This is an optimization exercise on Yosys and OpenROAD, whose aim is small area, a short achievable clock period and few clock cycles, not a production implementation.
At most, simulation tests tie the RTL to the original design; equivalence was not proved.

==> flow/design.v <==
module grayscale(
  input  [23:0] d,
  output [7:0]  q
  );
wire [11:0] r  = {4'b0000, d[7:0]};
wire [11:0] g  = {4'b0000, d[15:8]};
wire [11:0] b  = {4'b0000, d[23:16]};
wire [11:0] t0 = r;
wire [11:0] t1 = r << 2;
wire [11:0] t2 = g;
wire [11:0] t3 = g << 3;
wire [11:0] t4 = b << 1;
wire [11:0] s1 = t0 ^ t1 ^ t2;
wire [11:0] c1 = ((t0 & t1) | (t0 & t2) | (t1 & t2)) << 1;
wire [11:0] s2 = s1 ^ c1 ^ t3;
wire [11:0] c2 = ((s1 & c1) | (s1 & t3) | (c1 & t3)) << 1;
wire [11:0] s3 = s2 ^ c2 ^ t4;
wire [11:0] c3 = ((s2 & c2) | (s2 & t4) | (c2 & t4)) << 1;
wire [11:0] total = s3 + c3;
assign q = total[11:4];
endmodule
module sat_add(
  input  [7:0] a,
  input  [7:0] m,
  input        neg,
  output [7:0] q
  );
wire [8:0] r = {1'b0, a} + {1'b0, m ^ {8{neg}}} + {8'b0, neg};
wire       ovf = r[8] ^ neg;
assign q = ovf ? {8{~neg}} : r[7:0];
endmodule
module err_dif(
  input  [7:0] a,
  input  [6:0] c7,
  input  [6:0] ep,
  input        sp,
  input        m3,
  output [7:0] v,
  output       s,
  output [6:0] e
  );
wire [8:0] ep3 = {2'b00, ep} + {1'b0, ep, 1'b0};
wire [4:0] d3  = m3 ? ep3[8:4] : 5'd0;
wire [7:0] t;
sat_add u_t(.a(a), .m({3'b000, d3}), .neg(sp), .q(t));
sat_add u_v(.a(t), .m({2'b00, c7[5:0]}), .neg(c7[6]), .q(v));
assign s  = v[7];
assign e  = v[6:0] ^ {7{v[7]}};
endmodule
module controller #(
  parameter W  = 800,
  parameter H  = 600,
  parameter K  = 4,
  parameter AW = 19
  ) (
  input               clk,
  input               rst,
  output reg [AW-1:0] oa,
  output reg [AW-1:0] ia,
  output reg          rd,
  output reg          wr,
  output reg          done,
  output reg          a_sel,     
  output reg          idle,      
  output reg          lane_k,    
  output reg          x_last,    
  output reg          x_nlast    
  );
function integer lg2;
  input integer n;
  integer i;
  begin
    lg2 = 0;
    for (i = n - 1; i > 0; i = i >> 1)
      lg2 = lg2 + 1;
  end
endfunction
localparam integer CW  = lg2(K + 2);
localparam integer XW  = lg2(W);
localparam integer WK1 = W * (K + 1);
localparam [AW-1:0] D_RD   = W * K + K + 2;
localparam [AW-1:0] D_RDW  = W * K + K + 2 - WK1;
localparam [AW-1:0] D_L0   = -1;
localparam [AW-1:0] D_L0W  = WK1 - 1;
localparam [AW-1:0] D_LN   = -W - 1;
localparam [AW-1:0] D_LNW  = WK1 - W - 1;
localparam [AW-1:0] I_L3   = -3 * W - 3;
localparam [AW-1:0] I_L3W  = WK1 - 3 * W - 3;
localparam [AW-1:0] I_L4   = -4 * W - 3;
localparam [AW-1:0] I_L4W  = WK1 - 4 * W - 3;
localparam [AW-1:0] I_L0   = W * (K - 2) + K;
localparam [AW-1:0] I_L0W  = W * (K - 2) + K - WK1;
localparam [AW-1:0] OA0    = W * (H - 1) + W - 3 - K;
localparam [AW-1:0] N_PIX  = W * H;         
localparam [AW-1:0] N_RD   = W * (H - K);   
localparam [AW-1:0] LAST   = W - 1;         
reg [CW-1:0] c;
reg [XW-1:0] x0;
wire         x0_s  = (x0 < 16);
wire [3:0]   x0_l  = x0[3:0];
wire         x0_e  = (x0 == W - 1);
reg [CW-1:0] c_n;
reg [AW-1:0] doa, dia, oa_n;
reg [3:0]    dx;
reg          wa, wi, rd_n, wr_n, done_n;
always @(*) begin
  c_n = (c == K + 1) ? {CW{1'b0}} : c + 1'b1;
  if (c == 0) begin
    wa  = x0_s && x0_l < K + 2;
    doa = wa ? D_RDW : D_RD;
  end else begin
    wa  = x0_s && x0_l == c - 1;
    if (c == 1)
      doa = wa ? D_L0W : D_L0;
    else
      doa = wa ? D_LNW : D_LN;
  end
  oa_n = oa + doa;
  dx = x0_l - c;
  if (c_n == 0) begin
    wi  = x0_s && x0_l >= 1 && x0_l <= K;
    dia = wi ? I_L0W : I_L0;
  end else if (c_n == K) begin
    wi  = (x0_s && x0_l < K - 1) || x0_e;
    dia = wi ? I_L0W : I_L0;
  end else if (c_n == K + 1) begin
    wi  = x0_s && x0_l < K;
    dia = wi ? I_L0W : I_L0;
  end else if (c_n == 1) begin
    wi  = x0_s && x0_l < 3;
    dia = wi ? I_L3W : I_L3;
  end else begin
    wi  = x0_s && x0_l >= c && dx <= 2;
    dia = wi ? I_L4W : I_L4;
  end
  done_n = done || (wr && oa == LAST);
  rd_n = (c_n == 1) && (oa_n < N_RD) && !done_n;
  wr_n = (c_n != 1) && (oa_n < N_PIX) && !done_n;
end
always @(posedge clk) begin
  ia      <= oa_n + dia;
  a_sel   <= (c_n == 1) && (oa_n < N_RD);
  idle    <= (c_n == 0);
  lane_k  <= (c_n == K + 1);
  x_last  <= x0_s && x0_l == c;
  x_nlast <= (c == 0) ? x0_e : (x0_s && x0_l == c - 1);
end
always @(posedge clk or posedge rst) begin
  if (rst) begin
    c    <= 0;
    x0   <= W - 1;
    oa   <= OA0;
    rd   <= 1'b0;
    wr   <= 1'b0;
    done <= 1'b0;
  end else begin
    c    <= c_n;
    if (c == K + 1)
      x0 <= x0_e ? {XW{1'b0}} : x0 + 1'b1;
    oa   <= oa_n;
    rd   <= rd_n;
    wr   <= wr_n;
    done <= done_n;
  end
end
endmodule
module sipu_core #(
  parameter W  = 800,
  parameter H  = 600,
  parameter K  = 4,
  parameter AW = 19
  ) (
  input           clk,
  input           rst,
  input  [23:0]   in_mem_data,
  input  [7:0]    out_mem_data,
  output reg [7:0] mux_data,
  output          en_in_mem,
  output [AW-1:0] in_mem_addr,
  output          en_out_mem,
  output [AW-1:0] out_mem_addr,
  output          out_mem_read,
  output          out_mem_write,
  output          done
  );
localparam integer RW = 19;     
wire a_sel, idle, lane_k, x_last, x_nlast;
controller #(.W(W), .H(H), .K(K), .AW(AW)) ctrl(
  .clk(clk), .rst(rst), .oa(out_mem_addr), .ia(in_mem_addr),
  .rd(out_mem_read), .wr(out_mem_write), .done(done),
  .a_sel(a_sel), .idle(idle), .lane_k(lane_k), .x_last(x_last), .x_nlast(x_nlast));
assign en_in_mem  = 1'b1;
assign en_out_mem = 1'b1;
reg [RW*(K+1)-1:0] ring;
reg [RW:0]         tail;
reg [23:0]         in_q;
reg [7:0]          g1_q;     
reg [6:0]          e_q;      
reg                s_q;      
wire [RW-1:0] head = ring[RW-1:0];
wire [7:0]    a    = head[7:0];
wire [6:0]    c7   = head[18:12];
wire [7:0] v;
wire       s;
wire [6:0] e;
err_dif ed(.a(a), .c7(c7), .ep(e_q), .sp(s_q), .m3(!x_last),
           .v(v), .s(s), .e(e));
wire [9:0] ep5 = {3'b000, e_q} + {1'b0, e_q, 2'b00};
wire [2:0] d1n = x_nlast ? 3'd0 : e_q[6:4];
wire [3:0] d1_nx = ring[2*RW-8:2*RW-11];
wire [7:0] g, g1, a_calc;
grayscale gray(.d(in_q), .q(g));
sat_add u_g1(.a(g), .m({5'b00000, d1_nx[2:0]}), .neg(d1_nx[3]), .q(g1));
sat_add u_g5(.a(g1_q), .m({2'b00, ep5[9:4]}), .neg(s_q), .q(a_calc));
wire [7:0] a_n  = a_sel ? out_mem_data : a_calc;
wire [7:0] c7_n = (x_last || lane_k) ? 8'd0 : {s, e};
wire [3:0] d1_n = {s_q && !x_nlast, d1n};
wire [9:0] t7 = {tail[18:12], 3'b000} - {3'b000, tail[18:12]};
always @(posedge clk) begin
  tail     <= {c7_n, d1_n, a_n};
  ring     <= {tail[19], t7[9:4], tail[11:0], ring[RW*(K+1)-1:RW]};
  in_q     <= in_mem_data;
  g1_q     <= g1;
  e_q      <= idle ? 7'd0 : e;
  s_q      <= s && !idle;
  mux_data <= lane_k ? v : {8{s}};
end
endmodule
module top(clk,
           rst,
           done,
           in_mem_data,
           out_mem_data,
           mux_data,
           en_in_mem,
           in_mem_addr,
           en_out_mem,
           out_mem_addr,
           out_mem_read,
           out_mem_write
           );
  input  clk;
  input  rst;
  input  [23:0]  in_mem_data;
  input  [7:0]   out_mem_data;
  output [7:0]   mux_data;
  output         en_in_mem;
  output [31:0]  in_mem_addr;
  output         en_out_mem;
  output [31:0]  out_mem_addr;
  output         out_mem_read;
  output         out_mem_write;
  output done;
  wire [18:0] in_addr;
  wire [18:0] out_addr;
  assign in_mem_addr  = {13'd0, in_addr};
  assign out_mem_addr = {13'd0, out_addr};
  sipu_core #(.W(800), .H(600), .K(6), .AW(19)) core(
    .clk(clk), .rst(rst),
    .in_mem_data(in_mem_data), .out_mem_data(out_mem_data),
    .mux_data(mux_data),
    .en_in_mem(en_in_mem), .in_mem_addr(in_addr),
    .en_out_mem(en_out_mem), .out_mem_addr(out_addr),
    .out_mem_read(out_mem_read), .out_mem_write(out_mem_write),
    .done(done));
endmodule
Settings: LEC_CHECK=0, CAP_MARGIN=20, CORE_MARGIN=2, CORE_UTILIZATION=40, SLEW_MARGIN=20; clock period 24.0 ns.
standard.sh (not shown) runs the stock make flow with config.mk's settings and CLKGATE_MAP_FILE= SYNTH_SCRIPT=/design/flow/synth_recipe.tcl, a recipe that flattens the netlist after the stock synthesis.
==> flow/flow/run.sh <==
#!/bin/bash
set -o pipefail
export BUFFER_PORTS_ARGS="-buffer_cell sky130_fd_sc_hd__buf_2"
export CTS_ARGS="-sink_clustering_enable -repair_clock_nets -dont_use_dummy_load -sink_clustering_size 26 -sink_clustering_max_diameter 90 -buf_list {sky130_fd_sc_hd__clkbuf_16}"
bash standard.sh > standard.log 2>&1
Testbench counts at the start, summed over its fixed seeds: cycles 2,560,228.
Then changed:
--- a/flow/design.v
+++ b/flow/design.v
@@ -255,7 +255,7 @@
   wire [18:0] out_addr;
   assign in_mem_addr  = {13'd0, in_addr};
   assign out_mem_addr = {13'd0, out_addr};
-  sipu_core #(.W(800), .H(600), .K(6), .AW(19)) core(
+  sipu_core #(.W(800), .H(600), .K(7), .AW(19)) core(
     .clk(clk), .rst(rst),
     .in_mem_data(in_mem_data), .out_mem_data(out_mem_data),
     .mux_data(mux_data),
Routed wire length went up by a little under a tenth.
Setup slack degrades by 0.013 ns.
Design area went up by a few percent.
Via count went up by roughly a tenth.
Clock skew hardly moves.
Hold slack degrades by 0.0041 ns.
For the second run of this note, only the layout was checked, not whether the RTL still works.

afterwards: timing with drivers on the ports:
How much do the figures lean on ideal ports? The routed layouts below were timed once more, with nothing changed but the port constraints.
Step 1, drivers: a clkbuf_16 drives clk and a buf_2 each remaining input, both assumed.
Step 2 moves the port delays by t, midway between the first and last clock arrival at a register: inputs arrive t later, outputs are due t later. That takes back most of the time a late clock gives input paths.
a / b / c = no drivers / after step 1 / after step 2; a / b = the first two.
| run | t (ns) | setup WS [ns] | clock arrival spread, ns | worst register clock-pin slew, ns | worst slew at a driven data input, ns |
|---|---|---|---|---|---|
| the first run | 0.515 | 17.987 / 17.941 / 18.092 | 0.062 / 0.062 | 0.09 / 0.09 | 0.04 |
| the second run | 0.529 | 17.973 / 17.925 / 18.044 | 0.044 / 0.044 | 0.10 / 0.10 | 0.04 |
After both steps every run listed still meets setup and hold.
